Context: an optimization exercise on an open-source flow, tuned for small area. The choices shown serve that exercise and are no tape-out recipe.
The RTL was checked by simulation tests, not by an equivalence proof against the original design.
No activity file was given, so power comes from the tool's default toggle rates.

### flow/design.v
`timescale 1ns/1ps
module rtc_mmio #(
    parameter [31:0] BASE_ADDR      = 32'h8100_9000,
    parameter [31:0] CLK_FREQ       = 32'd100_000_000,       
    parameter [31:0] DEFAULT_YEAR   = 32'h2026_01_01,
    parameter [31:0] DEFAULT_TIME   = 32'h00__00__00,
    parameter [31:0] EXT_CLK_FREQ   = 32'd32768              
)(
    input  wire        clk,
    input  wire        ext_clk,                              
    input  wire        use_ext_clk,                          
    input  wire        resetn,
    input  wire        mem_valid,
    input  wire        mem_instr,
    output reg         mem_ready,
    input  wire [31:0] mem_addr,
    /*verilator lint_off UNUSEDSIGNAL*/
    input  wire [31:0] mem_wdata,
    /*verilator lint_on UNUSEDSIGNAL*/
    input  wire [3:0]  mem_wstrb,
    output reg  [31:0] mem_rdata,
    output reg         irq,
    input  wire        eoi
);
    localparam [3:0] I_CTRL       = 4'd0;
    localparam [3:0] I_DATE       = 4'd1;
    localparam [3:0] I_TIME       = 4'd2;
    localparam [3:0] I_ALARM_DATE = 4'd3;
    localparam [3:0] I_ALARM_TIME = 4'd4;
    localparam [3:0] I_CUR_DATE   = 4'd5;
    localparam [3:0] I_CUR_TIME   = 4'd6;
    localparam [3:0] I_INT_MASK   = 4'd7;
    localparam [3:0] I_EXT_FREQ   = 4'd8;
    localparam [3:0] I_IS_LEAPY   = 4'd9;
    localparam [3:0] I_MONTH_DAYS = 4'd10;
    reg [31:0] ctrl_reg;
    reg [31:0] date_reg;
    reg [31:0] time_reg;
    reg [31:0] alarm_date_reg;
    reg [31:0] alarm_time_reg;
    reg [31:0] int_mask_reg;
    reg [31:0] ext_freq_reg;
    reg [31:0] cur_date;         
    reg [31:0] cur_time;         
    reg [31:0] clk_divider;
    reg        tick_1hz;
    reg        ld;               
    reg        adv;              
    reg        alarm_match;
    reg        irq_flag;
    reg [3:0]  rd_sel;
    reg [2:0]  ext_sync;
    wire ctrl_enable   = ctrl_reg[0];
    wire ctrl_alarm_en = ctrl_reg[1];
    wire       req     = mem_valid & ~mem_instr;
    wire       wr      = req & (|mem_wstrb);
    wire       hit     = (mem_addr[31:6] == BASE_ADDR[31:6]) & (mem_addr[1:0] == 2'b00);
    wire [3:0] idx     = mem_addr[5:2];
    wire       wr_hit  = wr & hit;
    wire [31:0] wmask = { {8{mem_wstrb[3]}}, {8{mem_wstrb[2]}}, {8{mem_wstrb[1]}}, {8{mem_wstrb[0]}} };
    wire [31:0] wdata = mem_wdata & wmask;
    wire load_time = wr_hit & (idx == I_CTRL) & wdata[3];
    always @(posedge clk) begin
        mem_ready <= resetn & req;
        rd_sel    <= idx | {4{~hit}};
    end
    always @(posedge clk) if (!resetn || (wr_hit && idx == I_CTRL))       ctrl_reg       <= resetn ? wdata : 32'h0;
    always @(posedge clk) if (!resetn || (wr_hit && idx == I_DATE))       date_reg       <= resetn ? wdata : DEFAULT_YEAR;
    always @(posedge clk) if (!resetn || (wr_hit && idx == I_TIME))       time_reg       <= resetn ? wdata : DEFAULT_TIME;
    always @(posedge clk) if (!resetn || (wr_hit && idx == I_ALARM_DATE)) alarm_date_reg <= resetn ? wdata : DEFAULT_YEAR;
    always @(posedge clk) if (!resetn || (wr_hit && idx == I_ALARM_TIME)) alarm_time_reg <= resetn ? wdata : DEFAULT_TIME;
    always @(posedge clk) if (!resetn || (wr_hit && idx == I_INT_MASK))   int_mask_reg   <= resetn ? wdata : 32'hF;
    always @(posedge clk) if (!resetn || (wr_hit && idx == I_EXT_FREQ))
        ext_freq_reg <= (resetn && wdata != 0) ? wdata : EXT_CLK_FREQ;
    always @(posedge clk) begin
        if (!resetn) ext_sync <= 3'b0;
        else         ext_sync <= {ext_sync[1:0], ext_clk};
    end
    wire ext_rise = ext_sync[1] & ~ext_sync[2];
    wire rtc_en   = use_ext_clk ? ext_rise : 1'b1;
    wire [31:0] target  = use_ext_clk ? ext_freq_reg : CLK_FREQ;
    wire [32:0] div_inc = {1'b0, clk_divider} + 33'd1;
    wire        reach   = div_inc >= {1'b0, target};
    always @(posedge clk) begin
        if (!resetn || !ctrl_enable) begin
            clk_divider <= 0;
            tick_1hz <= 0;
        end else if (!rtc_en) begin
            tick_1hz <= 0;
        end else if (reach) begin
            clk_divider <= 0;
            tick_1hz <= 1;
        end else begin
            clk_divider <= div_inc[31:0];
            tick_1hz <= 0;
        end
    end
    function [3:0] dinc;
        input [3:0] u;
        begin
            dinc[0] = ~u[0];
            dinc[1] = ~u[3] & (u[1] ^ u[0]);
            dinc[2] = u[2] ^ (u[1] & u[0]);
            dinc[3] = u[3] ? ~u[0] : (u[2] & u[1] & u[0]);
        end
    endfunction
    function [2:0] tinc6;
        input [2:0] t;
        begin
            tinc6[0] = ~t[0];
            tinc6[1] = ~t[2] & (t[1] ^ t[0]);
            tinc6[2] = (t[1] & t[0]) | (t[2] & ~t[0]);
        end
    endfunction
    wire [3:0] s_u = cur_time[3:0];
    wire [2:0] s_t = cur_time[6:4];
    wire [3:0] m_u = cur_time[11:8];
    wire [2:0] m_t = cur_time[14:12];
    wire [3:0] h_u = cur_time[19:16];
    wire [1:0] h_t = cur_time[21:20];
    wire s_u9  = s_u[3] & s_u[0];
    wire sec59 = s_u9 & s_t[2] & s_t[0];
    wire m_u9  = m_u[3] & m_u[0];
    wire min59 = m_u9 & m_t[2] & m_t[0];
    wire h_u9  = h_u[3] & h_u[0];
    wire hr23  = h_t[1] & h_u[1] & h_u[0];
    wire c_s   = sec59;                  
    wire c_m   = sec59 & min59;          
    wire c_h   = c_m & hr23;             
    wire [23:0] time_nx;
    assign time_nx[3:0]   = dinc(s_u);
    assign time_nx[6:4]   = sec59 ? 3'd0 : s_u9 ? tinc6(s_t) : s_t;
    assign time_nx[7]     = cur_time[7];
    assign time_nx[11:8]  = ~c_s ? m_u : dinc(m_u);
    assign time_nx[14:12] = ~c_s ? m_t : c_m ? 3'd0 : m_u9 ? tinc6(m_t) : m_t;
    assign time_nx[15]    = cur_time[15];
    assign time_nx[19:16] = ~c_m ? h_u : hr23 ? 4'd0 : dinc(h_u);
    assign time_nx[21:20] = ~c_m ? h_t : hr23 ? 2'd0 : h_u9 ? {h_t[0], ~h_t[0]} : h_t;
    assign time_nx[23:22] = cur_time[23:22];
    wire [3:0] d_u = cur_date[3:0];
    wire [1:0] d_t = cur_date[5:4];
    wire [3:0] mo_u = cur_date[11:8];
    wire       mo_t = cur_date[12];
    wire [7:0] y_lo = cur_date[23:16];
    wire [7:0] y_hi = cur_date[31:24];
    wire lo_div4 = ~y_lo[0] & (y_lo[4] == y_lo[1]);
    wire hi_div4 = ~y_hi[0] & (y_hi[4] == y_hi[1]);
    wire is_leap_year = (|y_lo) ? lo_div4 : hi_div4;
    wire feb      = ~mo_t & mo_u[1] & ~mo_u[2] & ~mo_u[0];
    wire long_mo  = mo_u[0] ^ mo_u[3] ^ mo_t;
    wire [7:0] current_month_days = {2'b00, 1'b1, ~feb, feb, 2'b00, feb ? is_leap_year : long_mo};
    wire last_day = feb ? (d_t[1] & d_u[3] & (d_u[0] | ~is_leap_year))
                        : (d_t[1] & d_t[0] & (d_u[0] | ~long_mo));
    wire dec_mo   = mo_t & mo_u[1];
    wire d_u9     = d_u[3] & d_u[0];
    wire mo_u9    = mo_u[3] & mo_u[0];
    wire [31:0] date_nx;
    assign date_nx[3:0]   = last_day ? 4'd1 : dinc(d_u);
    assign date_nx[5:4]   = last_day ? 2'd0 : d_u9 ? d_t + 2'd1 : d_t;
    assign date_nx[7:6]   = cur_date[7:6];
    assign date_nx[11:8]  = ~last_day ? mo_u : dec_mo ? 4'd1 : dinc(mo_u);
    assign date_nx[12]    = ~last_day ? mo_t : dec_mo ? 1'b0 : (mo_t | mo_u9);
    assign date_nx[15:13] = cur_date[15:13];
    wire c_y  = last_day & dec_mo;
    wire c_y0 = c_y  & (y_lo[3:0]   == 4'h9);
    wire c_y1 = c_y0 & (y_lo[7:4]   == 4'h9);
    wire c_y2 = c_y1 & (y_hi[3:0]   == 4'h9);
    assign date_nx[19:16] = c_y  ? dinc(y_lo[3:0]) : y_lo[3:0];
    assign date_nx[23:20] = c_y0 ? dinc(y_lo[7:4]) : y_lo[7:4];
    assign date_nx[27:24] = c_y1 ? dinc(y_hi[3:0]) : y_hi[3:0];
    assign date_nx[31:28] = c_y2 ? dinc(y_hi[7:4]) : y_hi[7:4];
    wire [31:0] cur_time_d = ld ? time_reg : adv ? {cur_time[31:24], time_nx} : cur_time;
    wire [31:0] cur_date_d = ld ? date_reg : (adv & c_h) ? date_nx : cur_date;
    always @(posedge clk) begin
        if (!resetn) begin
            cur_date <= DEFAULT_YEAR;
            cur_time <= DEFAULT_TIME;
        end else begin
            cur_date <= cur_date_d;
            cur_time <= cur_time_d;
        end
    end
    wire tick_now = ctrl_enable & tick_1hz & ~load_time;
    always @(posedge clk) begin
        if (!resetn) begin
            ld <= 0;
            adv <= 0;
            alarm_match <= 0;
        end else begin
            ld <= load_time;
            adv <= tick_now;
            alarm_match <= tick_now & ctrl_alarm_en &
                           (cur_date_d == alarm_date_reg) & (cur_time_d == alarm_time_reg);
        end
    end
    wire irq_set = (adv & ~int_mask_reg[0]) |
                   (adv & c_s & ~int_mask_reg[1]) |
                   (adv & c_m & ~int_mask_reg[2]) |
                   (alarm_match & ~int_mask_reg[3]);
    always @(posedge clk) begin
        if (!resetn || eoi) begin
            irq <= 0;
            irq_flag <= 0;
        end else begin
            irq_flag <= irq_flag | irq_set;
            irq <= irq_flag;
        end
    end
    always @(*) begin
        case (rd_sel)
            I_CTRL:       mem_rdata = ctrl_reg;
            I_DATE:       mem_rdata = date_reg;
            I_TIME:       mem_rdata = time_reg;
            I_ALARM_DATE: mem_rdata = alarm_date_reg;
            I_ALARM_TIME: mem_rdata = alarm_time_reg;
            I_CUR_DATE:   mem_rdata = cur_date;
            I_CUR_TIME:   mem_rdata = cur_time;
            I_INT_MASK:   mem_rdata = int_mask_reg;
            I_EXT_FREQ:   mem_rdata = ext_freq_reg;
            I_IS_LEAPY:   mem_rdata = {31'b0, is_leap_year};
            I_MONTH_DAYS: mem_rdata = {24'b0, current_month_days};
            default:      mem_rdata = 32'h0;
        endcase
    end
endmodule
### flow/run.sh
#!/bin/bash
# synth_recipe.tcl (not shown) runs the flow's synth.tcl, then flattens the netlist and writes it again
# the make line also repeats each setting of config.mk as NAME=value (left out here)
make -C /OpenROAD-flow-scripts/flow DESIGN_CONFIG=/design/flow/config.mk WORK_HOME=/design/flow/orfs CLKGATE_MAP_FILE= SYNTH_SCRIPT=/design/flow/synth_recipe.tcl finish
### flow/config.mk
export PLATFORM = sky130hd
export DESIGN_NAME = rtc_mmio
export DESIGN_NICKNAME = rtc_mmio
export VERILOG_FILES = /design/flow/design.v
export SDC_FILE = /design/flow/constraint.sdc
export NUM_CORES = 4
export LEC_CHECK = 0
export CAP_MARGIN = 20
export CORE_MARGIN = 2
export CORE_UTILIZATION = 40
export SLEW_MARGIN = 20
### flow/constraint.sdc
create_clock -name core_clock -period 12.0 [get_ports {clk}]
set_input_delay 2.4000 -clock core_clock [delete_from_list [all_inputs] [get_ports {clk}]]
set_output_delay 2.4000 -clock core_clock [all_outputs]
set_load 0.01 [all_outputs]
==> qor.yml, run 1 <==
drt:
  vias_per_cell: 6.175
  routedWlPerCell_um: 26.37
  vias: 14709
  wl_mm: 62.82
  postRouteAntennaNets: 0
  drt_iter0_drc: 1765
  drt_first_pass_iters: 9
  drc: 0
placed_design:
  gp_congestion: 0.9131
  hpwl_mm: 43.06
  io_buffers: 108
synth:
  synth.area.top_cells: "edfxtp_1, dfxtp_1, and3_1, ha_1, xnor2_1"
  async_flop_share_pct: 0
  seq_area_frac_synth_pct: 50.74
  syn-cell-area_sq_um: 17600
  yosysUniqueCellTypes: 82
  yosysWarningCount: 1
  mappedNetlistNets: 1827
  ys_ff_latch: 334
  yosysTopAreaCell: "edfxtp_1"
  synth_most_common_cell: "edfxtp_1"
  synthFlopType: "edfxtp_1"
  avgSynthCellArea_sq_um: 10.33
  yosys.area.top_type_share_pct: 38.23
  syn_inst: 1703
  yosys-top-cells-count: "edfxtp_1, nand2_1, nor2_1, dfxtp_1, and3_1"
  synth_edf_count: 224
power_and_ir_drop:
  intPower_mw: 2.033
  p_seq_share_pct: 50.2
  peakVddDrop_v: 0.00007639
  p_per_area_nw_per_um2: 130.5
  p_comb_share_pct: 6.3
  p_leak_nw: 7.406
  p_total_mw: 2.680
  switching_share_pct: 24.13
  clock_power_share_pct: 43.5
  p_switching_uw: 646.6
timing:
  fin_setup_tns_ps: 0
  min_period_ps: 5875
  post-route-period-util_pct: 48.96
  fmax_mhz: 170.2
  fin_skew_ps: 19.78
  tightest_slew_ps: 886.0
  report.final.slew_viol_count: 0
  setup_viol: 0
  slew_headroom_pct: 40.75
  grt_setup_unrepaired: "false"
  finalHoldViolations: 0
clock_network:
  cts_sinks: 334
  clock_tree.root_cell: "clkbuf_16"
  cts_tree: "done"
  cts_buffer_depth: 3
  cts_setup_buffers: 0
  cts_buffers: 38
  clk_pin_slew_ps: 60
  cts_hold_buffers: 0
  clkLatencyLatePin_ps: 550
  cts-resized-gates: 0
  htreeDepth: 2
layout:
  nNetsFinal: 1891
  synthToLayoutAreaGrowth_pct: 16.70
  fin_util_pct: 47.46
  drive_above_1_share_pct: 7.290
  n_antenna_cell: 0
min_path:
  whs_path_depth: 1
  min_from: "ext_sync[0]$_SDFF_PN0_"
  worstHoldPathType: "flop to flop"
  min_to: "ext_sync[1]$_SDFF_PN0_"
job:
  max_cap_violations: 0
worst_setup_path:
  r2r_setup_slack_ps: 7040
  required_ps: 9600
  reg2reg_depth: 20
  reg2reg_to: "clk_divider[4]$_SDFFE_PP0N_"
  worstSetupPathType: "flop to output port"
  cp-end-kind: "output port"
  cp.arrival_ps: 3480
  crit_fanout: 31
  reg2reg_from: "clk_divider[0]$_SDFFE_PP0N_"
  start_kind: "flop"
outcome:
  status: "no timing/DRC/antenna violations"
global_routing:
  grt-ovfl-total: 0
  grt_start_max_net_pins: 91
  grt_pass1_wl_mm: 92.88
  grt.total_usage_pct: 27.61
  antenna_found_initial: 0
  grt_pass1_vias: 14312
floorplanning:
  core_sq_um: 43270
  fp.dieH_um: 213.7
  io_pins: 109
  die_w_um: 213.7
  rows: 76
  initial_core_util_pct: 40.67
  design.die.area_sq_um: 45680
==> through the flow <==
| step | setup WS (ps) | cells | hold WS (ps) | instance area [sq um] |
|---|---|---|---|---|
| after detailed placement | 5921 | 2312 | 428.7 | 19300 |
| final | 6125 | 2382 | 438.0 | 20530 |
| after floorplan | 5499 | 1703 | 411.9 | 17600 |
| after CTS | 6169 | 2382 | 444.8 | 20530 |
| after global routing | 6017 | 2382 | 461.5 | 20530 |
| after global placement | 5988 | 2312 | 414.3 | 19290 |
==> power groups by stage <==
stage / combinational, mW / clock, mW / sequential, mW
6_report: 0.169 / 1.17 / 1.35
3_3_place_gp: 0.164 / 0 / 1.37
2_1_floorplan: 0.0819 / 0 / 1.35
5_1_grt: 0.179 / 1.22 / 1.35
4_1_cts: 0.167 / 1.18 / 1.34
3_5_place_dp: 0.166 / 0 / 1.37
==> area by class of cell <==
| type | instances | area, sq um |
|---|---|---|
| fillers | 3986 | 22730 |
| flip-flops and latches | 334 | 8932 |
| multi-input cells | 1232 | 8249 |
| repair buffers | 136 | 1289 |
| clock buffers | 56 | 1132 |
| well taps | 585 | 732.0 |
| clock inverters | 14 | 106.4 |
| inverters | 25 | 93.84 |
==> cell usage in the layout (no fill, tap or decap), types with 6 or more instances in the layout <==
cell / count
a211oi_1: 11
a21o_1: 14
a21oi_1: 79
a221oi_1: 34
a222oi_1: 29
a22o_1: 31
a22oi_1: 44
a31oi_1: 14
and2_1: 19
and3_1: 100
and4_1: 6
buf_4: 29
clkbuf_1: 10
clkbuf_16: 41
clkdlybuf4s50_1: 107
clkinv_2: 7
dfxtp_1: 109
edfxtp_1: 224
ha_1: 49
inv_1: 24
mux2i_1: 26
nand2_1: 151
nand2b_1: 15
nand3_1: 86
nand3b_1: 11
nand4_1: 30
nor2_1: 120
nor2b_1: 38
nor3_1: 21
nor3b_1: 8
nor4_1: 18
o211ai_1: 6
o21ai_0: 38
o22ai_1: 7
o31ai_1: 6
or3_1: 6
xnor2_1: 66
xor2_1: 45
==> critical path: stages, from the launching register on <==
cell,delay [ps]
dfxtp_1,600
nand2b_1,350
nor3_2,60
buf_4,310
a22o_1,320
a221oi_1,520
nand3_1,230
clkdlybuf4s50_1,530
==> cell families (layout without fill, tap and decap cells) <==
group                    after synthesis  after routing  synth area share, %
AO/OA/AOI/OAI                        373            373                15.40
XOR/XNOR                             112            112                5.618
adder cells (fa/ha/maj)               49             49                3.484
buffers and inverters                137            231                3.129
flip-flops                           334            334                50.74
multiplexers                          29             29                1.671
AND/OR/NAND/NOR                      669            669                19.95
==> worst max-delay path by stage <==
| stage | cells past startpoint | to | from |
|---|---|---|---|
| after floorplan | 5 | ctrl_reg[0]$_DFFE_PP_ | mem_addr[7] |
| after global placement | 15 | clk_divider[17]$_SDFFE_PP0N_ | use_ext_clk |
| after detailed placement | 15 | clk_divider[4]$_SDFFE_PP0N_ | use_ext_clk |
| after CTS | 7 | mem_rdata[9] | rd_sel[3]$_DFF_P_ |
| after global routing | 7 | mem_rdata[9] | rd_sel[3]$_DFF_P_ |
| final | 7 | mem_rdata[9] | rd_sel[3]$_DFF_P_ |
==> per-layer routing <==
layer	track usage [%]	part of all wire, %	up-vias
li1	-	-	6587
met1	37.58	41	7249
met2	43.53	46	756
met3	4.994	9.0	117
met4	11.37	3.8	0
met5	0	0	-
==> inputs of run 2 (changes only) <==
--- a/flow/design.v
+++ b/flow/design.v
@@ -65,12 +65,19 @@
         rd_sel    <= idx | {4{~hit}};
     end
-    always @(posedge clk) if (!resetn || (wr_hit && idx == I_CTRL))       ctrl_reg       <= resetn ? wdata : 32'h0;
-    always @(posedge clk) if (!resetn || (wr_hit && idx == I_DATE))       date_reg       <= resetn ? wdata : DEFAULT_YEAR;
-    always @(posedge clk) if (!resetn || (wr_hit && idx == I_TIME))       time_reg       <= resetn ? wdata : DEFAULT_TIME;
-    always @(posedge clk) if (!resetn || (wr_hit && idx == I_ALARM_DATE)) alarm_date_reg <= resetn ? wdata : DEFAULT_YEAR;
-    always @(posedge clk) if (!resetn || (wr_hit && idx == I_ALARM_TIME)) alarm_time_reg <= resetn ? wdata : DEFAULT_TIME;
-    always @(posedge clk) if (!resetn || (wr_hit && idx == I_INT_MASK))   int_mask_reg   <= resetn ? wdata : 32'hF;
-    always @(posedge clk) if (!resetn || (wr_hit && idx == I_EXT_FREQ))
-        ext_freq_reg <= (resetn && wdata != 0) ? wdata : EXT_CLK_FREQ;
+    wire [31:0] wd_r0 = wdata & {32{resetn}};       
+    wire [31:0] wd_r1 = wdata | {32{~resetn}};      
+    function [31:0] wsel;
+        input [31:0] rv;
+        wsel = (wd_r0 & ~rv) | (wd_r1 & rv);
+    endfunction
+    wire        ef_dflt = ~resetn | ~|wdata;
+    wire [31:0] wd_ef   = wd_r0 | ({32{ef_dflt}} & EXT_CLK_FREQ);
+    always @(posedge clk) if (!resetn || (wr_hit && idx == I_CTRL))       ctrl_reg       <= wsel(32'h0);
+    always @(posedge clk) if (!resetn || (wr_hit && idx == I_DATE))       date_reg       <= wsel(DEFAULT_YEAR);
+    always @(posedge clk) if (!resetn || (wr_hit && idx == I_TIME))       time_reg       <= wsel(DEFAULT_TIME);
+    always @(posedge clk) if (!resetn || (wr_hit && idx == I_ALARM_DATE)) alarm_date_reg <= wsel(DEFAULT_YEAR);
+    always @(posedge clk) if (!resetn || (wr_hit && idx == I_ALARM_TIME)) alarm_time_reg <= wsel(DEFAULT_TIME);
+    always @(posedge clk) if (!resetn || (wr_hit && idx == I_INT_MASK))   int_mask_reg   <= wsel(32'hF);
+    always @(posedge clk) if (!resetn || (wr_hit && idx == I_EXT_FREQ))   ext_freq_reg   <= wd_ef;
     always @(posedge clk) begin
         if (!resetn) ext_sync <= 3'b0;
@@ -79,20 +86,23 @@
     wire ext_rise = ext_sync[1] & ~ext_sync[2];
     wire rtc_en   = use_ext_clk ? ext_rise : 1'b1;
-    wire [31:0] target  = use_ext_clk ? ext_freq_reg : CLK_FREQ;
-    wire [32:0] div_inc = {1'b0, clk_divider} + 33'd1;
-    wire        reach   = div_inc >= {1'b0, target};
-    always @(posedge clk) begin
-        if (!resetn || !ctrl_enable) begin
-            clk_divider <= 0;
-            tick_1hz <= 0;
-        end else if (!rtc_en) begin
-            tick_1hz <= 0;
-        end else if (reach) begin
-            clk_divider <= 0;
-            tick_1hz <= 1;
-        end else begin
-            clk_divider <= div_inc[31:0];
-            tick_1hz <= 0;
-        end
+    wire [31:0] ntarget = ~(use_ext_clk ? ext_freq_reg : CLK_FREQ);
+    reg  [31:0] div_sum;
+    reg         reach;
+    reg         cy;
+    integer     k;
+    always @(*) begin
+        cy = rtc_en;
+        for (k = 0; k < 32; k = k + 1) begin
+            div_sum[k] = clk_divider[k] ^ cy;
+            cy = cy & clk_divider[k];
+        end
+        reach = 1'b1;
+        for (k = 0; k < 32; k = k + 1)
+            reach = (div_sum[k] & ntarget[k]) | (div_sum[k] & reach) | (ntarget[k] & reach);
+    end
+    wire div_clr = ~ctrl_enable | (rtc_en & reach);
+    always @(posedge clk) begin
+        clk_divider <= div_clr ? 32'd0 : div_sum;
+        tick_1hz    <= ctrl_enable & rtc_en & reach;
     end
     function [3:0] dinc;
@@ -170,27 +180,19 @@
     assign date_nx[27:24] = c_y1 ? dinc(y_hi[3:0]) : y_hi[3:0];
     assign date_nx[31:28] = c_y2 ? dinc(y_hi[7:4]) : y_hi[7:4];
-    wire [31:0] cur_time_d = ld ? time_reg : adv ? {cur_time[31:24], time_nx} : cur_time;
-    wire [31:0] cur_date_d = ld ? date_reg : (adv & c_h) ? date_nx : cur_date;
-    always @(posedge clk) begin
-        if (!resetn) begin
-            cur_date <= DEFAULT_YEAR;
-            cur_time <= DEFAULT_TIME;
-        end else begin
-            cur_date <= cur_date_d;
-            cur_time <= cur_time_d;
-        end
+    wire        adv_d = adv & c_h;
+    wire [31:0] cur_time_d = ({32{ld}} & time_reg) | ({32{adv}} & {cur_time[31:24], time_nx}) |
+                             ({32{~ld & ~adv}} & cur_time);
+    wire [31:0] cur_date_d = ({32{ld}} & date_reg) | ({32{adv_d}} & date_nx) |
+                             ({32{~ld & ~adv_d}} & cur_date);
+    always @(posedge clk) begin
+        cur_date <= cur_date_d;
+        cur_time <= cur_time_d;
     end
     wire tick_now = ctrl_enable & tick_1hz & ~load_time;
     always @(posedge clk) begin
-        if (!resetn) begin
-            ld <= 0;
-            adv <= 0;
-            alarm_match <= 0;
-        end else begin
-            ld <= load_time;
-            adv <= tick_now;
-            alarm_match <= tick_now & ctrl_alarm_en &
-                           (cur_date_d == alarm_date_reg) & (cur_time_d == alarm_time_reg);
-        end
+        ld  <= ~resetn | load_time;
+        adv <= resetn & tick_now;
+        alarm_match <= tick_now & ctrl_alarm_en &
+                       (cur_date_d == alarm_date_reg) & (cur_time_d == alarm_time_reg);
     end
     wire irq_set = (adv & ~int_mask_reg[0]) |
@@ -207,19 +209,23 @@
         end
     end
+    wire [10:0] rs;
+    genvar gi;
+    generate
+        for (gi = 0; gi < 11; gi = gi + 1) begin: RS
+            assign rs[gi] = (rd_sel == gi);
+        end
+    endgenerate
     always @(*) begin
-        case (rd_sel)
-            I_CTRL:       mem_rdata = ctrl_reg;
-            I_DATE:       mem_rdata = date_reg;
-            I_TIME:       mem_rdata = time_reg;
-            I_ALARM_DATE: mem_rdata = alarm_date_reg;
-            I_ALARM_TIME: mem_rdata = alarm_time_reg;
-            I_CUR_DATE:   mem_rdata = cur_date;
-            I_CUR_TIME:   mem_rdata = cur_time;
-            I_INT_MASK:   mem_rdata = int_mask_reg;
-            I_EXT_FREQ:   mem_rdata = ext_freq_reg;
-            I_IS_LEAPY:   mem_rdata = {31'b0, is_leap_year};
-            I_MONTH_DAYS: mem_rdata = {24'b0, current_month_days};
-            default:      mem_rdata = 32'h0;
-        endcase
+        mem_rdata = ({32{rs[I_CTRL]}}       & ctrl_reg)       |
+                    ({32{rs[I_DATE]}}       & date_reg)       |
+                    ({32{rs[I_TIME]}}       & time_reg)       |
+                    ({32{rs[I_ALARM_DATE]}} & alarm_date_reg) |
+                    ({32{rs[I_ALARM_TIME]}} & alarm_time_reg) |
+                    ({32{rs[I_CUR_DATE]}}   & cur_date)       |
+                    ({32{rs[I_CUR_TIME]}}   & cur_time)       |
+                    ({32{rs[I_INT_MASK]}}   & int_mask_reg)   |
+                    ({32{rs[I_EXT_FREQ]}}   & ext_freq_reg)   |
+                    ({32{rs[I_IS_LEAPY]}}   & {31'b0, is_leap_year}) |
+                    ({32{rs[I_MONTH_DAYS]}} & {24'b0, current_month_days});
     end
 endmodule
--- a/flow/config.mk
+++ b/flow/config.mk
@@ -6,6 +6,8 @@
 export NUM_CORES = 4
 export LEC_CHECK = 0
+export ABC_AREA = 1
 export CAP_MARGIN = 20
 export CORE_MARGIN = 2
 export CORE_UTILIZATION = 40
+export CTS_BUF_LIST = sky130_fd_sc_hd__clkbuf_4 sky130_fd_sc_hd__clkbuf_8
 export SLEW_MARGIN = 20
==> qor.yml, run 2 <==
outcome:
  status: "no timing/DRC/antenna violations"
synth:
  yosysWarningCount: 1  # unchanged
  syn-cell-area_sq_um: 15810  # -10%
  synthFlopType: "edfxtp_1"
  synth_most_common_cell: "inv_1"
  async_flop_share_pct: 0  # unchanged
  avgSynthCellArea_sq_um: 10.02  # -3.0%
  yosysUniqueCellTypes: 66  # -20%
  syn_inst: 1578  # -7.3%
  mappedNetlistNets: 1700  # -7.0%
  yosysTopAreaCell: "edfxtp_1"
  ys_ff_latch: 334  # unchanged
  synth.area.top_cells: "edfxtp_1, dfxtp_1, inv_1, nand2_1, nor2_1"
  yosys.area.top_type_share_pct: 42.54  # +4.3 points
  seq_area_frac_synth_pct: 56.46  # +5.7 points
  synth_edf_count: 224  # unchanged
  yosys-top-cells-count: "inv_1, nand2_1, edfxtp_1, nor2_1, dfxtp_1"
drt:
  drt_first_pass_iters: 6  # -3
  drc: 0  # unchanged
  routedWlPerCell_um: 24.68  # -6.4%
  vias: 13121  # -11%
  vias_per_cell: 5.737  # -7.1%
  drt_iter0_drc: 1490  # -16%
  wl_mm: 56.45  # -10%
  postRouteAntennaNets: 0  # unchanged
floorplanning:
  io_pins: 109  # unchanged
  rows: 72  # -5.3%
  die_w_um: 202.8  # -5.1%
  fp.dieH_um: 202.8  # -5.1%
  core_sq_um: 38830  # -10%
  design.die.area_sq_um: 41140  # -9.9%
  initial_core_util_pct: 40.73  # +0.061 points
clock_network:
  cts_hold_buffers: 0  # unchanged
  clock_tree.root_cell: "clkbuf_8"
  cts-resized-gates: 0  # unchanged
  cts_setup_buffers: 0  # unchanged
  clk_pin_slew_ps: 60  # about the same
  cts_buffer_depth: 3  # unchanged
  cts_tree: "done"
  clkLatencyLatePin_ps: 620  # +70 ps
  htreeDepth: 2  # unchanged
  cts_buffers: 56  # +47%
  cts_sinks: 334  # unchanged
timing:
  grt_setup_unrepaired: "false"
  report.final.slew_viol_count: 0  # unchanged
  fin_setup_tns_ps: 0  # unchanged
  tightest_slew_ps: 1116  # +230.1 ps
  min_period_ps: 9996  # +4121 ps
  fmax_mhz: 100.0  # -41%
  post-route-period-util_pct: 83.30  # +34 points
  finalHoldViolations: 0  # unchanged
  fin_skew_ps: 30.69  # +10.91 ps
  setup_viol: 0  # unchanged
  slew_headroom_pct: 25.31  # -15 points
power_and_ir_drop:
  p_leak_nw: 7.496  # +1.2%
  p_per_area_nw_per_um2: 143.1  # +9.7%
  peakVddDrop_v: 0.00008987  # +18%
placed_design:
  gp_congestion: 0.9180  # +0.54%
  hpwl_mm: 38.43  # -11%
  io_buffers: 108  # unchanged
  dpl-instance-area_sq_um: 17600  # -8.8%
worst_setup_path:
  cp_slowest_cell: "clkdlybuf4s50_1"
  crit_fanout: 17  # -45%
  critPathMaxStageDelay_ps: 510  # -90 ps
  worstSetupPathType: "primary input to flop"
  start_kind: "primary input"
  crit_top_cell: "ha_1"
  cp-end-kind: "flop"
  cp.arrival_ps: 10480  # +7000 ps
  required_ps: 12480  # +2880 ps
min_path:
  worstHoldPathType: "flop to flop"
layout:
  final_common_cell: "inv_1"
  drive_above_1_share_pct: 10.69  # +3.4 points
  nNetsFinal: 1845  # -2.4%
  synthToLayoutAreaGrowth_pct: 18.52
  final_cell_mix: "inv_1, nand2_1, edfxtp_1"
  fin_util_pct: 48.27  # +0.81 points
  design_area_sq_um: 18740  # -8.7%
global_routing:
  grt-ovfl-total: 0  # unchanged
  grt_pass1_vias: 12853  # -10%
  antenna_found_initial: 0  # unchanged
  grt_start_max_net_pins: 34  # -63%
  grt.total_usage_pct: 27.36  # -0.25 points
  grt_pass1_wl_mm: 82.43  # -11%
job:
  max_cap_violations: 0  # unchanged
## run 2: cell types whose count changed after synthesis, moves of 33 or more
cell	change
inv_1	+223
and3_1	-100
nand2_1	+81
xnor2_1	-60
clkbuf_1	-51
nand3_1	-41
nor2b_1	-38
nor2_1	+37
a22oi_1	-35
a21oi_1	-33
o21ai_0	+33
## run 2: routing by layer
layer,track usage [%],part of all wire (%)
met5,0,0
met4,13.71,5.1
met3,5.072,9.8
met2,42.32,44
met1,36.91,41
## run 2: layout make-up
class | count | area [sq um]
antenna | 1 | 2.502
clock buffer | 76 | 945.9
clock inverter | 27 | 195.2
fill | 3629 | 20080
inverter | 261 | 994.7
multi-input combinational | 933 | 5729
sequential | 334 | 8929
tap | 518 | 648.1
timing repair buffer | 137 | 1299
## run 2: through the flow
stage	hold WS, ps	power, mW	instances	setup WS [ps]
3_3_place_gp	423.8	1.651	2183	1413
6_report	437.6	2.682	2287	2004
4_1_cts	438.0	2.684	2286	1984
2_1_floorplan	390.5	1.527	1578	2694
3_5_place_dp	426.5	1.654	2183	1357
5_1_grt	471.1	2.768	2286	1462
## run 2: path summary, 6_finish.rpt
path              cells past startpoint  slack [ps]                    endpoint                    from
setup / recovery                     46        2000  clk_divider[31]$_SDFF_PP0_             use_ext_clk
hold / removal                        2         440              irq$_SDFF_PP0_     irq_flag$_SDFF_PP0_
setup reg to reg                     45        4170  clk_divider[31]$_SDFF_PP0_  ext_sync[2]$_SDFF_PN0_
hold reg to reg                       2         440              irq$_SDFF_PP0_     irq_flag$_SDFF_PP0_
## run 2: power breakdown
part	switching, mW	total (mW)	leakage (nW)	internal, mW
Combinational	0.184	0.270	3.83	0.0854
Clock	0.468	1.04	0.606	0.574
Sequential	0.0539	1.37	3.06	1.32
Total	0.706	2.68	7.50	1.98
## run 2: cells by family after synthesis
group           Yosys count  share of synthesized area (%)
flops                   334                          56.46
buf+inv                 311                          7.825
compound gates          349                          16.04
fa+ha+maj                47                          3.719
xor+xnor                 34                          1.883
mux                       1                        0.07120
simple gates            502                          14.00
## run 2: critical path: cells and delay by family
family | cells | cell delay (ps)
compound gates | 3 | 560
fa+ha+maj | 31 | 5680
buf+inv | 6 | 1150
simple gates | 6 | 660
==> inputs of run 3 (changes only) <==
==> flow/flow/run.sh (new file) <==
#!/bin/bash
# Own layout flow: the standard ORFS flow (standard.sh, unchanged synthesis
# script synth_recipe.tcl) with three differences:
#  - ABC maps the combinational logic with an area-oriented script
#    (flow/abc_area.script) instead of ORFS's speed script;
#  - port buffers use sky130_fd_sc_hd__buf_1;
#  - CTS uses small clock buffers and inserts no dummy loads.
# Each tool's full output stays in orfs/logs/ (ORFS) and flow_make.log here.
set -euo pipefail
HERE=$(pwd)
rm -rf "$HERE/scripts_mod"
cp -r "$FLOW_HOME/scripts" "$HERE/scripts_mod"
cp "$HERE/flow/abc_area.script" "$HERE/scripts_mod/abc_speed.script"
cp "$HERE/flow/abc_area.script" "$HERE/scripts_mod/abc_area.script"
export BUFFER_PORTS_ARGS="-buffer_cell sky130_fd_sc_hd__buf_1"
export CTS_ARGS="-sink_clustering_enable -repair_clock_nets -dont_use_dummy_load -sink_clustering_size 15 -sink_clustering_max_diameter 60 -buf_list {sky130_fd_sc_hd__clkbuf_4 sky130_fd_sc_hd__clkbuf_8}"
bash standard.sh SCRIPTS_DIR="$HERE/scripts_mod" finish > "$HERE/flow_make.log" 2>&1
==> flow/flow/abc_area.script (new file) <==
strash
dc2
&get -n
&st
&syn2
&dch -f
&nf -R 1000
&st
&dch -f
&nf -R 1000
&put
topo
stime -c
==> flow/standard.sh (new file) <==
#!/bin/bash
# synth_recipe.tcl (not shown) runs the flow's synth.tcl, then flattens the netlist and writes it again
# the make line also repeats each setting of config.mk as NAME=value (left out here)
make -C /OpenROAD-flow-scripts/flow DESIGN_CONFIG=/design/flow/config.mk WORK_HOME=/design/flow/orfs CLKGATE_MAP_FILE= SYNTH_SCRIPT=/design/flow/synth_recipe.tcl "${@:-finish}"
==> flow/config.mk (replaced) <==
export PLATFORM = sky130hd
export DESIGN_NAME = rtc_mmio
export DESIGN_NICKNAME = rtc_mmio
export VERILOG_FILES = /design/flow/design.v
export SDC_FILE = /design/flow/constraint.sdc
export NUM_CORES = 4
export LEC_CHECK = 0
export CAP_MARGIN = 20
export CORE_MARGIN = 2
export CORE_UTILIZATION = 60
export SLEW_MARGIN = 20
removed: flow/run.sh
==> qor.yml, run 3 <==
global_routing:
  grt_pass1_wl_mm: 65.36  # -21%
  antenna_found_initial: 0  # unchanged
  grt.total_usage_pct: 36.08  # +8.7 points
  grt_start_max_net_pins: 41  # +21%
  grt_pass1_vias: 10611  # -17%
  grt-ovfl-total: 0  # unchanged
placed_design:
  hpwl_mm: 29.06  # -24%
  io_buffers: 108  # unchanged
  gp_congestion: 0.8897  # -3.1%
  dpl-instance-area_sq_um: 15360  # -13%
synth:
  seq_area_frac_synth_pct: 62.68  # +6.2 points
  yosysUniqueCellTypes: 49  # -26%
  yosys.area.top_type_share_pct: 47.22  # +4.7 points
  synth.area.top_cells: "edfxtp_1, dfxtp_1, a222oi_1, ha_1, and3_1"
  ys_ff_latch: 334  # unchanged
  yosysWarningCount: 1  # unchanged
  synthFlopType: "edfxtp_1"
  synth_most_common_cell: "edfxtp_1"
  synth_edf_count: 224  # unchanged
  yosysTopAreaCell: "edfxtp_1"
  avgSynthCellArea_sq_um: 12.82  # +28%
  syn-cell-area_sq_um: 14240  # -9.9%
  async_flop_share_pct: 0  # unchanged
  syn_inst: 1111  # -30%
  mappedNetlistNets: 1233  # -27%
  yosys-top-cells-count: "edfxtp_1, dfxtp_1, nand2_1, a222oi_1, and3_1"
drt:
  drc: 0  # unchanged
  postRouteAntennaNets: 0  # unchanged
  vias_per_cell: 7.122  # +24%
  drt_first_pass_iters: 10  # +4
  routedWlPerCell_um: 28.39  # +15%
  wl_mm: 45.25  # -20%
  vias: 11353  # -13%
  drt_iter0_drc: 1898  # +27%
worst_setup_path:
  cp.arrival_ps: 9900  # -580 ps
  worstSetupPathType: "primary input to flop"
  required_ps: 12520  # +40 ps
  crit_top_cell: "ha_1"
  critPathMaxStageDelay_ps: 410  # -100 ps
  crit_fanout: 27  # +10
  start_kind: "primary input"
  cp-end-kind: "flop"
  cp_slowest_cell: "o21ai_2"
timing:
  fin_setup_tns_ps: 0  # unchanged
  min_period_ps: 9378  # -618.1 ps
  fin_skew_ps: 56.12  # +25.43 ps
  grt_setup_unrepaired: "false"
  fmax_mhz: 106.6  # +6.6%
  post-route-period-util_pct: 78.15  # -5.2 points
  slew_headroom_pct: 21.72  # -3.6 points
  tightest_slew_ps: 1145  # +28.46 ps
  setup_viol: 0  # unchanged
  report.final.slew_viol_count: 0  # unchanged
  finalHoldViolations: 0  # unchanged
power_and_ir_drop:
  intPower_mw: 1.600  # -19%
  p_per_area_nw_per_um2: 136.6  # -4.5%
  p_leak_nw: 5.694  # -24%
  p_comb_share_pct: 8.6  # -1.5 points
  peakVddDrop_v: 0.0001013  # +13%
  clock_power_share_pct: 26.9  # -12 points
  p_seq_share_pct: 64.5  # +13 points
  switching_share_pct: 25.82  # -0.51 points
  p_switching_uw: 556.7  # -21%
  p_total_mw: 2.156  # -20%
layout:
  synthToLayoutAreaGrowth_pct: 10.81
  final_cell_mix: "edfxtp_1, dfxtp_1, buf_1"
  nNetsFinal: 1399  # -24%
  multi_input_area_sq_um: 5253  # -8.3%
  fillers: 1833  # -49%
  drive_above_1_share_pct: 5.882  # -4.8 points
  area.sequential_sq_um: 8930  # about the same
  fin_util_pct: 67.45  # +19 points
  n_antenna_cell: 0  # -1
  design_area_sq_um: 15780  # -16%
  final_common_cell: "edfxtp_1"
floorplanning:
  rows: 56  # -22%
  die_w_um: 158.1  # -22%
  initial_core_util_pct: 60.86  # +20 points
  core_sq_um: 23400  # -40%
  fp.dieH_um: 158.1  # -22%
  io_pins: 109  # unchanged
  design.die.area_sq_um: 24990  # -39%
clock_network:
  clock_tree.root_cell: "clkbuf_8"
  cts_buffers: 30  # -46%
  cts_buffer_depth: 3  # unchanged
  cts_sinks: 334  # unchanged
  clk_pin_slew_ps: 90  # +30 ps
  cts_hold_buffers: 0  # unchanged
  cts_tree: "done"
  htreeDepth: 1  # -1
  clkLatencyLatePin_ps: 610  # about the same
  cts-resized-gates: 0  # unchanged
  cts_setup_buffers: 0  # unchanged
outcome:
  status: "no timing/DRC/antenna violations"
job:
  max_cap_violations: 0  # unchanged
min_path:
  worstHoldPathType: "flop to flop"
==> run 3: changes by cell type after synthesis, sizes merged, moves of 45 or more <==
cell,change
and3,+71
inv,-256
a221oi,-45
nor2,-149
nand2,-140
a222oi,+91
o21ai,-48
==> run 3: cell type report <==
class / count / share of cell area [%]
Multi-Input combinational cell: 729 / 33.28
Timing Repair Buffer: 134 / 3.860
Sequential cell: 334 / 56.58
Clock buffer: 30 / 2.616
Tap cell: 319 / 2.529
Inverter: 48 / 1.141
==> run 3: path summary, 6_finish.rpt <==
| kind | cells after the start | slack [ps] | startpoint | to |
|---|---|---|---|---|
| max | 39 | 2620 | use_ext_clk | clk_divider[5]$_SDFF_PP0_ |
| min | 1 | 470 | ext_sync[0]$_SDFF_PN0_ | ext_sync[1]$_SDFF_PN0_ |
| max reg2reg | 38 | 4420 | ext_sync[1]$_SDFF_PN0_ | clk_divider[5]$_SDFF_PP0_ |
| min reg2reg | 1 | 470 | ext_sync[0]$_SDFF_PN0_ | ext_sync[1]$_SDFF_PN0_ |
==> run 3: per-stage QoR <==
| stage | hold WS, ps | worst slack [ps] | instances |
|---|---|---|---|
| 6_report | 467.2 | 2622 | 1594 |
| 4_1_cts | 475.6 | 2297 | 1593 |
| 5_1_grt | 499.4 | 2192 | 1594 |
| 3_3_place_gp | 436.9 | 1740 | 1563 |
| 3_5_place_dp | 438.5 | 1690 | 1563 |
| 2_1_floorplan | 412.6 | 2209 | 1111 |
==> run 3: layer usage <==
| metal | share of wire (%) | track usage (%) | vias to the layer above |
|---|---|---|---|
| met4 | 3.2 | 10.94 | 0 |
| li1 | - | - | 4921 |
| met1 | 39 | 51.63 | 5424 |
| met5 | 0 | 0 | - |
| met2 | 44 | 54.62 | 895 |
| met3 | 15 | 9.307 | 113 |
==> run 3: critical path, delay by kind of cell <==
kind	cells	cell delay [ps]
compound gates	4	1030
fa+ha+maj	31	5770
buf+inv	3	540
simple gates	1	170
==> run 3: power by group through the flow <==
stage / combinational, mW / sequential, mW / clock (mW)
after floorplan: 0.106 / 1.39 / 0
after global placement: 0.179 / 1.41 / 0
after detailed placement: 0.181 / 1.41 / 0
after CTS: 0.182 / 1.39 / 0.578
after global routing: 0.199 / 1.40 / 0.616
final: 0.186 / 1.39 / 0.580
==> run 3: logic make-up after synthesis <==
logic type	Yosys count	synth area share (%)
and+or+nand+nor	336	12.39
buffers and inverters	48	1.265
DFF	334	62.68
AOI/OAI and AO/OA	305	17.02
adders and majority gates	47	4.129
xor gates and xnor gates	41	2.521
==> inputs of run 4 (changes only) <==
--- a/flow/flow/run.sh
+++ b/flow/flow/run.sh
@@ -14,4 +14,4 @@
 cp "$HERE/flow/abc_area.script" "$HERE/scripts_mod/abc_area.script"
 export BUFFER_PORTS_ARGS="-buffer_cell sky130_fd_sc_hd__buf_1"
-export CTS_ARGS="-sink_clustering_enable -repair_clock_nets -dont_use_dummy_load -sink_clustering_size 15 -sink_clustering_max_diameter 60 -buf_list {sky130_fd_sc_hd__clkbuf_4 sky130_fd_sc_hd__clkbuf_8}"
+export CTS_ARGS="-sink_clustering_enable -repair_clock_nets -dont_use_dummy_load -buf_list {sky130_fd_sc_hd__clkbuf_4 sky130_fd_sc_hd__clkbuf_8}"
 bash standard.sh SCRIPTS_DIR="$HERE/scripts_mod" finish > "$HERE/flow_make.log" 2>&1
--- a/flow/config.mk
+++ b/flow/config.mk
@@ -8,4 +8,4 @@
 export CAP_MARGIN = 20
 export CORE_MARGIN = 2
-export CORE_UTILIZATION = 60
+export CORE_UTILIZATION = 40
 export SLEW_MARGIN = 20
==> qor.yml, run 4 <==
clock_network:
  cts_buffer_depth: 3  # unchanged
  clock_tree.root_cell: "clkbuf_8"
  cts-resized-gates: 0  # unchanged
  clkLatencyLatePin_ps: 620  # about the same
  cts_sinks: 334  # unchanged
  cts_buffers: 55  # +83%
  cts_setup_buffers: 0  # unchanged
  clk_pin_slew_ps: 50  # -40 ps
  htreeDepth: 2  # +1
  cts_hold_buffers: 0  # unchanged
  cts_tree: "done"
synth:
  async_flop_share_pct: 0  # unchanged
  syn-cell-area_sq_um: 14240  # unchanged
  synth_edf_count: 224  # unchanged
  synth_most_common_cell: "edfxtp_1"
  avgSynthCellArea_sq_um: 12.82  # unchanged
  yosys.area.top_type_share_pct: 47.22  # unchanged
  synthFlopType: "edfxtp_1"
  mappedNetlistNets: 1233  # unchanged
  yosysTopAreaCell: "edfxtp_1"
  yosysUniqueCellTypes: 49  # unchanged
  yosysWarningCount: 1  # unchanged
  synth.area.top_cells: "edfxtp_1, dfxtp_1, a222oi_1, ha_1, and3_1"
  yosys-top-cells-count: "edfxtp_1, dfxtp_1, nand2_1, a222oi_1, and3_1"
  seq_area_frac_synth_pct: 62.68  # unchanged
  ys_ff_latch: 334  # unchanged
  syn_inst: 1111  # unchanged
global_routing:
  antenna_found_initial: 0  # unchanged
  grt_start_max_net_pins: 57  # +39%
  grt_pass1_vias: 11076  # +4.4%
  grt_pass1_wl_mm: 69.54  # +6.4%
  grt.total_usage_pct: 25.90  # -10 points
  grt-ovfl-total: 0  # unchanged
worst_setup_path:
  cp_slowest_cell: "o21ai_2"
  crit_fanout: 33  # +22%
  critPathMaxStageDelay_ps: 820  # +410 ps
  required_ps: 12510  # about the same
  start_kind: "primary input"
  cp-end-kind: "flop"
  worstSetupPathType: "primary input to flop"
  crit_top_cell: "ha_1"
  cp.arrival_ps: 10120  # +220 ps
floorplanning:
  core_sq_um: 35310  # +51%
  design.die.area_sq_um: 37140  # +49%
  die_w_um: 192.7  # +22%
  fp.dieH_um: 192.7  # +22%
  io_pins: 109  # unchanged
  rows: 69  # +23%
  initial_core_util_pct: 40.34  # -21 points
timing:
  setup_viol: 0  # unchanged
  min_period_ps: 9609  # +231.2 ps
  fmax_mhz: 104.1  # -2.4%
  finalHoldViolations: 0  # unchanged
  report.final.slew_viol_count: 0  # unchanged
  slew_headroom_pct: 27.55  # +5.8 points
  grt_setup_unrepaired: "false"
  holdWs_ps: 467.2  # -0.06100 ps
  fin_setup_tns_ps: 0  # unchanged
  post-route-period-util_pct: 80.07  # +1.9 points
  fin_skew_ps: 49.28  # -6.844 ps
  tightest_slew_ps: 1087  # -57.87 ps
power_and_ir_drop:
  p_per_area_nw_per_um2: 146.1  # +6.9%
  p_comb_share_pct: 7.8  # -0.8 points
  switching_share_pct: 25.20  # -0.62 points
  peakVddDrop_v: 0.00007245  # -28%
  intPower_mw: 1.782  # +11%
  p_seq_share_pct: 58.5  # -6.0 points
  p_switching_uw: 600.3  # +7.8%
  p_leak_nw: 5.878  # +3.2%
  clock_power_share_pct: 33.8  # +6.9 points
drt:
  postRouteAntennaNets: 0  # unchanged
  wl_mm: 48.03  # +6.2%
  drt_iter0_drc: 1637  # -14%
  drt_first_pass_iters: 9  # -1
  routedWlPerCell_um: 27.26  # -4.0%
  drc: 0  # unchanged
  vias: 11327  # -0.23%
  vias_per_cell: 6.428  # -9.7%
layout:
  fillers: 3174  # +73%
  final_common_cell: "edfxtp_1"
  n_antenna_cell: 0  # unchanged
  fin_util_pct: 46.18  # -21 points
  drive_above_1_share_pct: 7.763  # +1.9 points
  synthToLayoutAreaGrowth_pct: 14.48
  nNetsFinal: 1425  # +1.9%
  final_cell_mix: "edfxtp_1, dfxtp_1, buf_1"
job:
  max_cap_violations: 0  # unchanged
outcome:
  status: "no timing/DRC/antenna violations"
min_path:
  worstHoldPathType: "flop to flop"
placed_design:
  hpwl_mm: 31.99  # +10%
  io_buffers: 108  # unchanged
  gp_congestion: 0.9072  # +2.0%
## run 4: changes by cell type in the layout (fill, tap and decap cells not counted)
cell and change:
clkbuf_8 +25, buf_4 +2, buf_8 -1
## run 4: layout make-up
class	instances	area, sq um	area share, %
clock buffers	55	757.0	4.642
inverters	48	180.2	1.105
multi-input cells	729	5253	32.21
flip-flops and latches	334	8930	54.77
well taps	461	576.8	3.537
repair buffers	135	609.3	3.737
## run 4: path summary, 6_finish.rpt
kind / from / slack [ps] / cells after the start / end
max: use_ext_clk / 2390 / 38 / clk_divider[20]$_SDFF_PP0_
min: ext_sync[0]$_SDFF_PN0_ / 470 / 1 / ext_sync[1]$_SDFF_PN0_
max reg2reg: ext_sync[1]$_SDFF_PN0_ / 4230 / 37 / clk_divider[20]$_SDFF_PP0_
min reg2reg: ext_sync[0]$_SDFF_PN0_ / 470 / 1 / ext_sync[1]$_SDFF_PN0_
## run 4: critical path: cells and delay by family
kind / cells / cell delay (ps)
adders and majority gates: 31 / 5750
AOI/OAI and AO/OA: 4 / 1360
and+or+nand+nor: 1 / 270
buffers and inverters: 2 / 320
## run 4: routing by layer
| metal | vias up | track usage, % | share of wire [%] |
|---|---|---|---|
| met3 | 90 | 5.383 | 11 |
| met5 | - | 0 | 0 |
| met1 | 5578 | 34.70 | 40 |
| met2 | 697 | 41.11 | 46 |
| li1 | 4962 | - | - |
| met4 | 0 | 10.19 | 3.4 |
## run 4: metrics by stage
step | setup slack (ps) | area, sq um | cells | power (mW)
2_1_floorplan | 2209 | 14240 | 1111 | 1.491
3_3_place_gp | 1927 | 15550 | 1707 | 1.592
3_5_place_dp | 1814 | 15550 | 1707 | 1.595
4_1_cts | 2399 | 16310 | 1762 | 2.393
5_1_grt | 1763 | 16310 | 1762 | 2.465
6_report | 2391 | 16310 | 1762 | 2.382
## run 4: logic make-up after synthesis
group / count (synthesis) / share of synthesized area (%)
XOR/XNOR: 41 / 2.521
AO/OA/AOI/OAI: 305 / 17.02
buffers and inverters: 48 / 1.265
adder cells (fa/ha/maj): 47 / 4.129
AND/OR/NAND/NOR: 336 / 12.39
flip-flops: 334 / 62.68
## run 4: power by group through the flow
stage / combinational (mW) / clock, mW / sequential, mW
5_1_grt: 0.201 / 0.863 / 1.40
2_1_floorplan: 0.106 / 0 / 1.39
4_1_cts: 0.183 / 0.820 / 1.39
6_report: 0.185 / 0.804 / 1.39
3_3_place_gp: 0.180 / 0 / 1.41
3_5_place_dp: 0.182 / 0 / 1.41
==> inputs of run 5 (changes only) <==
--- a/flow/design.v
+++ b/flow/design.v
@@ -185,7 +185,9 @@
     wire [31:0] cur_date_d = ({32{ld}} & date_reg) | ({32{adv_d}} & date_nx) |
                              ({32{~ld & ~adv_d}} & cur_date);
-    always @(posedge clk) begin
-        cur_date <= cur_date_d;
-        cur_time <= cur_time_d;
+    localparam [31:0] TIME_BITS = 32'hFF3F_7F7F;
+    localparam [31:0] DATE_BITS = 32'hFFFF_1F3F;
+    always @(posedge clk) begin
+        cur_date <= cur_date_d & DATE_BITS;
+        cur_time <= cur_time_d & TIME_BITS;
     end
     wire tick_now = ctrl_enable & tick_1hz & ~load_time;
@@ -194,5 +196,5 @@
         adv <= resetn & tick_now;
         alarm_match <= tick_now & ctrl_alarm_en &
-                       (cur_date_d == alarm_date_reg) & (cur_time_d == alarm_time_reg);
+                       ((cur_date_d & DATE_BITS) == alarm_date_reg) & ((cur_time_d & TIME_BITS) == alarm_time_reg);
     end
     wire irq_set = (adv & ~int_mask_reg[0]) |
--- a/flow/flow/run.sh
+++ b/flow/flow/run.sh
@@ -14,4 +14,4 @@
 cp "$HERE/flow/abc_area.script" "$HERE/scripts_mod/abc_area.script"
 export BUFFER_PORTS_ARGS="-buffer_cell sky130_fd_sc_hd__buf_1"
-export CTS_ARGS="-sink_clustering_enable -repair_clock_nets -dont_use_dummy_load -buf_list {sky130_fd_sc_hd__clkbuf_4 sky130_fd_sc_hd__clkbuf_8}"
+export CTS_ARGS="-sink_clustering_enable -repair_clock_nets -dont_use_dummy_load -sink_clustering_size 10 -sink_clustering_max_diameter 40 -buf_list {sky130_fd_sc_hd__clkbuf_4}"
 bash standard.sh SCRIPTS_DIR="$HERE/scripts_mod" finish > "$HERE/flow_make.log" 2>&1
--- a/flow/config.mk
+++ b/flow/config.mk
@@ -6,6 +6,6 @@
 export NUM_CORES = 4
 export LEC_CHECK = 0
-export CAP_MARGIN = 20
+export CAP_MARGIN = 0
 export CORE_MARGIN = 2
-export CORE_UTILIZATION = 40
-export SLEW_MARGIN = 20
+export CORE_UTILIZATION = 60
+export SLEW_MARGIN = 0
==> qor.yml, run 5 <==
clock_network:
  cts_tree: "done"
  cts-resized-gates: 0  # unchanged
  clk_pin_slew_ps: 90  # +40 ps
  clkLatencyLatePin_ps: 700  # +80 ps
  cts_buffer_depth: 3  # unchanged
  cts_setup_buffers: 0  # unchanged
  cts_buffers: 43  # -22%
  clock_tree.root_cell: "clkbuf_4"
  htreeDepth: 2  # unchanged
  cts_sinks: 325  # -2.7%
  cts_hold_buffers: 0  # unchanged
global_routing:
  grt_pass1_vias: 10723  # -3.2%
  grt_pass1_wl_mm: 65.18  # -6.3%
  grt-ovfl-total: 0  # unchanged
  antenna_found_initial: 1  # +1
  grt_start_max_net_pins: 62  # +8.8%
  grt.total_usage_pct: 36.30  # +10 points
floorplanning:
  design.die.area_sq_um: 24610  # -34%
  fp.dieH_um: 156.9  # -19%
  core_sq_um: 22780  # -35%
  rows: 55  # -20%
  initial_core_util_pct: 61.56  # +21 points
  die_w_um: 156.9  # -19%
  io_pins: 109  # unchanged
power_and_ir_drop:
  p_per_area_nw_per_um2: 132.1  # -9.6%
  p_leak_nw: 5.617  # -4.4%
  p_total_mw: 2.041  # -14%
  peakVddDrop_v: 0.0001020  # +41%
synth:
  syn-cell-area_sq_um: 14020  # -1.6%
  yosysWarningCount: 1  # unchanged
  synth_xor_area_share_pct: 1.749  # -0.77 points
  synth_fa_ha_area_share_pct: 4.194  # +0.065 points
  seq_area_frac_synth_pct: 62.39  # -0.29 points
  yosys-top-cells-count: "edfxtp_1, nand2_1, dfxtp_1, a222oi_1, and3_1"
  yosys.area.top_type_share_pct: 47.97  # +0.75 points
  synth_top_family_by_area: "compound AO/OA/AOI/OAI gates"
  synthFlopType: "edfxtp_1"
  synth.area.top_cells: "edfxtp_1, dfxtp_1, a222oi_1, ha_1, and3_1"
  synth_most_common_cell: "edfxtp_1"
  yosysUniqueCellTypes: 50  # +2.0%
  yosysTopAreaCell: "edfxtp_1"
  async_flop_share_pct: 0  # unchanged
  synth-compound-area-share_pct: 15.95  # -1.1 points
  mappedNetlistNets: 1248  # +1.2%
  avgSynthCellArea_sq_um: 12.45  # -2.9%
  yosys.area_share.simple_pct: 13.99  # +1.6 points
  synth_mux_area_share_pct: 0.2231  # +0.22 points
  synth_edf_count: 224  # unchanged
  ys_ff_latch: 325  # -2.7%
  syn_inst: 1126  # +1.4%
worst_setup_path:
  start_kind: "primary input"
  required_ps: 12590  # +80 ps
  crit_fanout: 33  # unchanged
  crit_top_cell: "ha_1"
  cp-end-kind: "flop"
  worstSetupPathType: "primary input to flop"
  cp_slowest_cell: "ha_1"
  reg2reg_from: "ext_sync[1]$_SDFF_PN0_"
  reg2reg_depth: 38  # +2.7%
  cp-startpoint: "use_ext_clk"
  critPathMaxStageDelay_ps: 320  # -500 ps
  cp.arrival_ps: 9850  # -270 ps
layout:
  multi_input_area_sq_um: 5182  # -1.3%
  final_common_cell: "edfxtp_1"
  finalNonFillerCells: 1616  # -8.3%
  fillers: 1754  # -45%
  drive_above_1_share_pct: 6.462  # -1.3 points
  synthToLayoutAreaGrowth_pct: 10.14
  final_cell_mix: "edfxtp_1, nand2_1, buf_1"
  area.sequential_sq_um: 8750  # -2.0%
  nNetsFinal: 1424  # -0.070%
timing:
  fin_skew_ps: 52.91  # +3.630 ps
  report.final.slew_viol_count: 0  # unchanged
  setup_viol: 0  # unchanged
  grt_setup_unrepaired: "false"
  fmax_mhz: 108.0  # +3.8%
  post-route-period-util_pct: 77.16  # -2.9 points
  fin_setup_tns_ps: 0  # unchanged
  slew_headroom_pct: 23.85  # -3.7 points
  tightest_slew_ps: 1113  # +26.72 ps
  finalHoldViolations: 0  # unchanged
  min_period_ps: 9259  # -350.2 ps
drt:
  postRouteAntennaNets: 0  # unchanged
  drt_iter0_drc: 1843  # +13%
  vias_per_cell: 7.058  # +9.8%
  drc: 0  # unchanged
  routedWlPerCell_um: 27.47  # +0.77%
  drt_first_pass_iters: 9  # unchanged
  wl_mm: 44.39  # -7.6%
  vias: 11406  # +0.70%
outcome:
  status: "no timing/DRC/antenna violations"
placed_design:
  hpwl_mm: 29.32  # -8.4%
  io_buffers: 108  # unchanged
  place_inst: 1570  # -8.0%
  gp_congestion: 0.9615  # +6.0%
min_path:
  whs_path_depth: 2  # +1
  min_from: "cur_time[31]$_DFF_P_"
  worstHoldPathType: "flop to flop"
job:
  max_cap_violations: 0  # unchanged
[run 5: logic make-up (layout without fill, tap and decap cells)]
kind of cell | after synthesis | in the layout
AO/OA/AOI/OAI | 287 | 287
XOR/XNOR | 28 | 28
adder cells (fa/ha/maj) | 47 | 47
buffers and inverters | 56 | 230
flip-flops | 325 | 325
multiplexers | 3 | 3
other | 0 | 3
AND/OR/NAND/NOR | 380 | 380
[run 5: area by class of cell]
cell class | count | share of cell area, %
Sequential cell | 325 | 56.66
Tap cell | 313 | 2.536
Antenna cell | 3 | 0.04861
Clock buffer | 43 | 2.090
Timing Repair Buffer | 131 | 3.751
Inverter | 56 | 1.361
Multi-Input combinational cell | 745 | 33.56
[run 5: report_power, final]
part           total [mW]  switching [mW]  internal (mW)
sequential           1.35          0.0718           1.28
clock               0.510           0.346          0.165
combinational       0.177           0.118         0.0591
[run 5: per-stage QoR]
step                hold WS (ps)  setup slack, ps  utilization, %  instance area [sq um]
global placement           485.4             2325           66.35                  15110
finish                     524.3             2741           67.80                  15440
detailed placement         499.5             2079           66.35                  15110
global route               539.6             2387           67.78                  15440
floorplan                  412.6             2625               -                  14020
CTS                        523.4             2766           67.77                  15440
[run 5: worst max-delay path, delay by kind of cell]
family | cells | cell delay (ps)
fa+ha+maj | 31 | 5810
buf+inv | 3 | 690
compound gates | 4 | 700
simple gates | 1 | 220
[run 5: path summary, 6_finish.rpt]
kind,end,slack [ps]
setup / recovery,clk_divider[31]$_SDFF_PP0_,2740
hold / removal,cur_time[31]$_DFF_P_,520
setup reg to reg,clk_divider[31]$_SDFF_PP0_,4520
hold reg to reg,cur_time[31]$_DFF_P_,520
[run 5: metal layers]
metal	vias up	share of wire [%]	global-route usage [%]
met3	102	15	8.751
met4	0	2.9	13.15
met1	5492	39	51.61
met2	873	44	54.66
met5	-	0	0
li1	4939	-	-
==> inputs of run 6 (changes only) <==
--- a/flow/flow/run.sh
+++ b/flow/flow/run.sh
@@ -14,4 +14,4 @@
 cp "$HERE/flow/abc_area.script" "$HERE/scripts_mod/abc_area.script"
 export BUFFER_PORTS_ARGS="-buffer_cell sky130_fd_sc_hd__buf_1"
-export CTS_ARGS="-sink_clustering_enable -repair_clock_nets -dont_use_dummy_load -sink_clustering_size 10 -sink_clustering_max_diameter 40 -buf_list {sky130_fd_sc_hd__clkbuf_4}"
+export CTS_ARGS="-sink_clustering_enable -repair_clock_nets -dont_use_dummy_load -sink_clustering_size 15 -sink_clustering_max_diameter 60 -buf_list {sky130_fd_sc_hd__clkbuf_4 sky130_fd_sc_hd__clkbuf_8}"
 bash standard.sh SCRIPTS_DIR="$HERE/scripts_mod" finish > "$HERE/flow_make.log" 2>&1
--- a/flow/config.mk
+++ b/flow/config.mk
@@ -6,6 +6,6 @@
 export NUM_CORES = 4
 export LEC_CHECK = 0
-export CAP_MARGIN = 0
+export CAP_MARGIN = 20
 export CORE_MARGIN = 2
 export CORE_UTILIZATION = 60
-export SLEW_MARGIN = 0
+export SLEW_MARGIN = 20
==> qor.yml, run 6 <==
layout:
  design_area_sq_um: 15480  # +0.27%
  drive_above_1_share_pct: 5.296  # -1.2 points
  final_common_cell: "edfxtp_1"
  fin_util_pct: 67.98  # +0.18 points
  fillers: 1744  # -0.57%
  final_cell_mix: "edfxtp_1, nand2_1, buf_1"
  nNetsFinal: 1408  # -1.1%
  synthToLayoutAreaGrowth_pct: 10.43
  n_antenna_cell: 0  # -3
global_routing:
  antenna_found_initial: 0  # -1
  grt.total_usage_pct: 36.08  # -0.22 points
  grt_pass1_wl_mm: 64.94  # -0.36%
  grt-ovfl-total: 0  # unchanged
  grt_pass1_vias: 10606  # -1.1%
  grt_start_max_net_pins: 62  # unchanged
drt:
  routedWlPerCell_um: 27.66  # +0.70%
  drt_first_pass_iters: 8  # -1
  drt_iter0_drc: 1769  # -4.0%
  vias_per_cell: 7.047  # -0.16%
  drc: 0  # unchanged
  postRouteAntennaNets: 0  # unchanged
  vias: 11254  # -1.3%
  wl_mm: 44.18  # -0.48%
power_and_ir_drop:
  intPower_mw: 1.541  # +2.4%
  p_comb_share_pct: 8.6  # about the same
  p_switching_uw: 529.1  # -1.2%
  p_seq_share_pct: 65.4  # -0.9 points
  switching_share_pct: 25.56  # -0.69 points
  p_leak_nw: 5.614  # about the same
  p_total_mw: 2.070  # +1.4%
  clock_power_share_pct: 26.1  # +1.1 points
  p_per_area_nw_per_um2: 133.7  # +1.2%
  peakVddDrop_v: 0.0001078  # +5.7%
timing:
  report.final.slew_viol_count: 0  # unchanged
  fmax_mhz: 107.5  # -0.44%
  setup_viol: 0  # unchanged
  tightest_slew_ps: 1153  # +39.58 ps
  min_period_ps: 9300  # +41.00 ps
  slew_headroom_pct: 21.14  # -2.7 points
  setup_ws_ps: 2700  # -41.00 ps
  grt_setup_unrepaired: "false"
  fin_setup_tns_ps: 0  # unchanged
  post-route-period-util_pct: 77.50  # +0.34 points
  fin_skew_ps: 37.97  # -14.94 ps
  finalHoldViolations: 0  # unchanged
worst_setup_path:
  worstSetupPathType: "primary input to flop"
  start_kind: "primary input"
  crit_fanout: 33  # unchanged
  required_ps: 12520  # -70 ps
  cp_slowest_cell: "ha_1"
  crit_top_cell: "ha_1"
  cp-end-kind: "flop"
  critPathMaxStageDelay_ps: 320  # about the same
  path_buf_inv: 3  # unchanged
  path_delay_family: "adder cells"
  cp.arrival_ps: 9820  # -30 ps
synth:
  async_flop_share_pct: 0  # unchanged
  syn-cell-area_sq_um: 14020  # unchanged
  synth_most_common_cell: "edfxtp_1"
  synthFlopType: "edfxtp_1"
  synth.area.top_cells: "edfxtp_1, dfxtp_1, a222oi_1, ha_1, and3_1"
  yosysUniqueCellTypes: 50  # unchanged
  synth_edf_count: 224  # unchanged
  syn_inst: 1126  # unchanged
  yosys.area.top_type_share_pct: 47.97  # unchanged
  avgSynthCellArea_sq_um: 12.45  # unchanged
  seq_area_frac_synth_pct: 62.39  # unchanged
  yosysTopAreaCell: "edfxtp_1"
  mappedNetlistNets: 1248  # unchanged
  yosysWarningCount: 1  # unchanged
  yosys-top-cells-count: "edfxtp_1, nand2_1, dfxtp_1, a222oi_1, and3_1"
  ys_ff_latch: 325  # unchanged
floorplanning:
  design.die.area_sq_um: 24610  # unchanged
  rows: 55  # unchanged
  die_w_um: 156.9  # unchanged
  fp.dieH_um: 156.9  # unchanged
  core_sq_um: 22780  # unchanged
  io_pins: 109  # unchanged
  initial_core_util_pct: 61.56  # unchanged
clock_network:
  cts_hold_buffers: 0  # unchanged
  clkLatencyLatePin_ps: 590  # -110 ps
  cts_tree: "done"
  clock_tree.root_cell: "clkbuf_8"
  cts_setup_buffers: 0  # unchanged
  cts_sinks: 325  # unchanged
  cts-resized-gates: 0  # unchanged
  htreeDepth: 1  # -1
  cts_buffer_depth: 3  # unchanged
  clk_pin_slew_ps: 100  # about the same
  cts_buffers: 27  # -37%
job:
  max_cap_violations: 0  # unchanged
placed_design:
  gp_congestion: 0.9615  # unchanged
  pre_cts_ws_ps: 2079  # unchanged
  hpwl_mm: 29.32  # unchanged
  io_buffers: 108  # unchanged
  dpl-instance-area_sq_um: 15110  # unchanged
min_path:
  worstHoldPathType: "flop to flop"
outcome:
  status: "no timing/DRC/antenna violations"
## run 6: cell counts after synthesis
Identical to the previous run, type by type.
## run 6: final timing paths
path	slack, ps	cells after the start	endpoint	startpoint
worst min register to register	520	2	cur_time[31]$_DFF_P_	cur_time[31]$_DFF_P_
worst max-delay path	2700	39	clk_divider[31]$_SDFF_PP0_	use_ext_clk
worst min-delay path	520	2	cur_time[31]$_DFF_P_	cur_time[31]$_DFF_P_
worst max register to register	4560	38	clk_divider[31]$_SDFF_PP0_	ext_sync[1]$_SDFF_PN0_
## run 6: power groups by stage
stage,clock (mW),sequential [mW],combinational [mW]
finish,0.539,1.35,0.177
global route,0.579,1.36,0.191
CTS,0.543,1.35,0.174
detailed placement,0,1.37,0.173
global placement,0,1.37,0.170
floorplan,0,1.35,0.101
## run 6: cell families (layout without fill, tap and decap cells)
group           Yosys count  in the layout  share of synthesized area [%]
compound gates          287            287                          15.95
xor+xnor                 28             28                          1.749
fa+ha+maj                47             47                          4.194
buf+inv                  56            214                          1.499
flops                   325            325                          62.39
mux                       3              3                         0.2231
simple gates            380            380                          13.99
## run 6: per-stage QoR
stage / cells / hold WS, ps
floorplan: 1126 / 412.6
global placement: 1570 / 485.4
detailed placement: 1570 / 499.5
CTS: 1597 / 524.1
global route: 1597 / 552.1
finish: 1597 / 522.8
## run 6: layer usage
metal	vias to the layer above	wire, um	global-route usage, %
li1	4902	-	-
met1	5356	16870	51.40
met2	884	19320	54.43
met3	112	6442	8.723
met4	0	1544	12.58
met5	-	0	0
## run 6: layout make-up
class	instances	area [sq um]	area share (%)
clock buffers	27	371.6	2.400
inverters	56	210.2	1.357
multi-input cells	745	5182	33.47
flip-flops and latches	325	8750	56.50
well taps	313	391.6	2.529
repair buffers	131	579.3	3.741
## run 6: worst reg2reg max path: cells and delay by family (launching register included)
family,cells,cell delay (ps)
AOI/OAI and AO/OA,4,610
adders and majority gates,31,5840
and+or+nand+nor,1,220
buffers and inverters,2,370
DFF,1,380

Setup slack of run 6, layout unchanged: 2.700 ns with ideal ports, 2.722 ns with driving cells assumed (clock clkbuf_16, inputs buf_2), 2.101 ns with port delays also shifted by the 0.621 ns mid clock arrival.
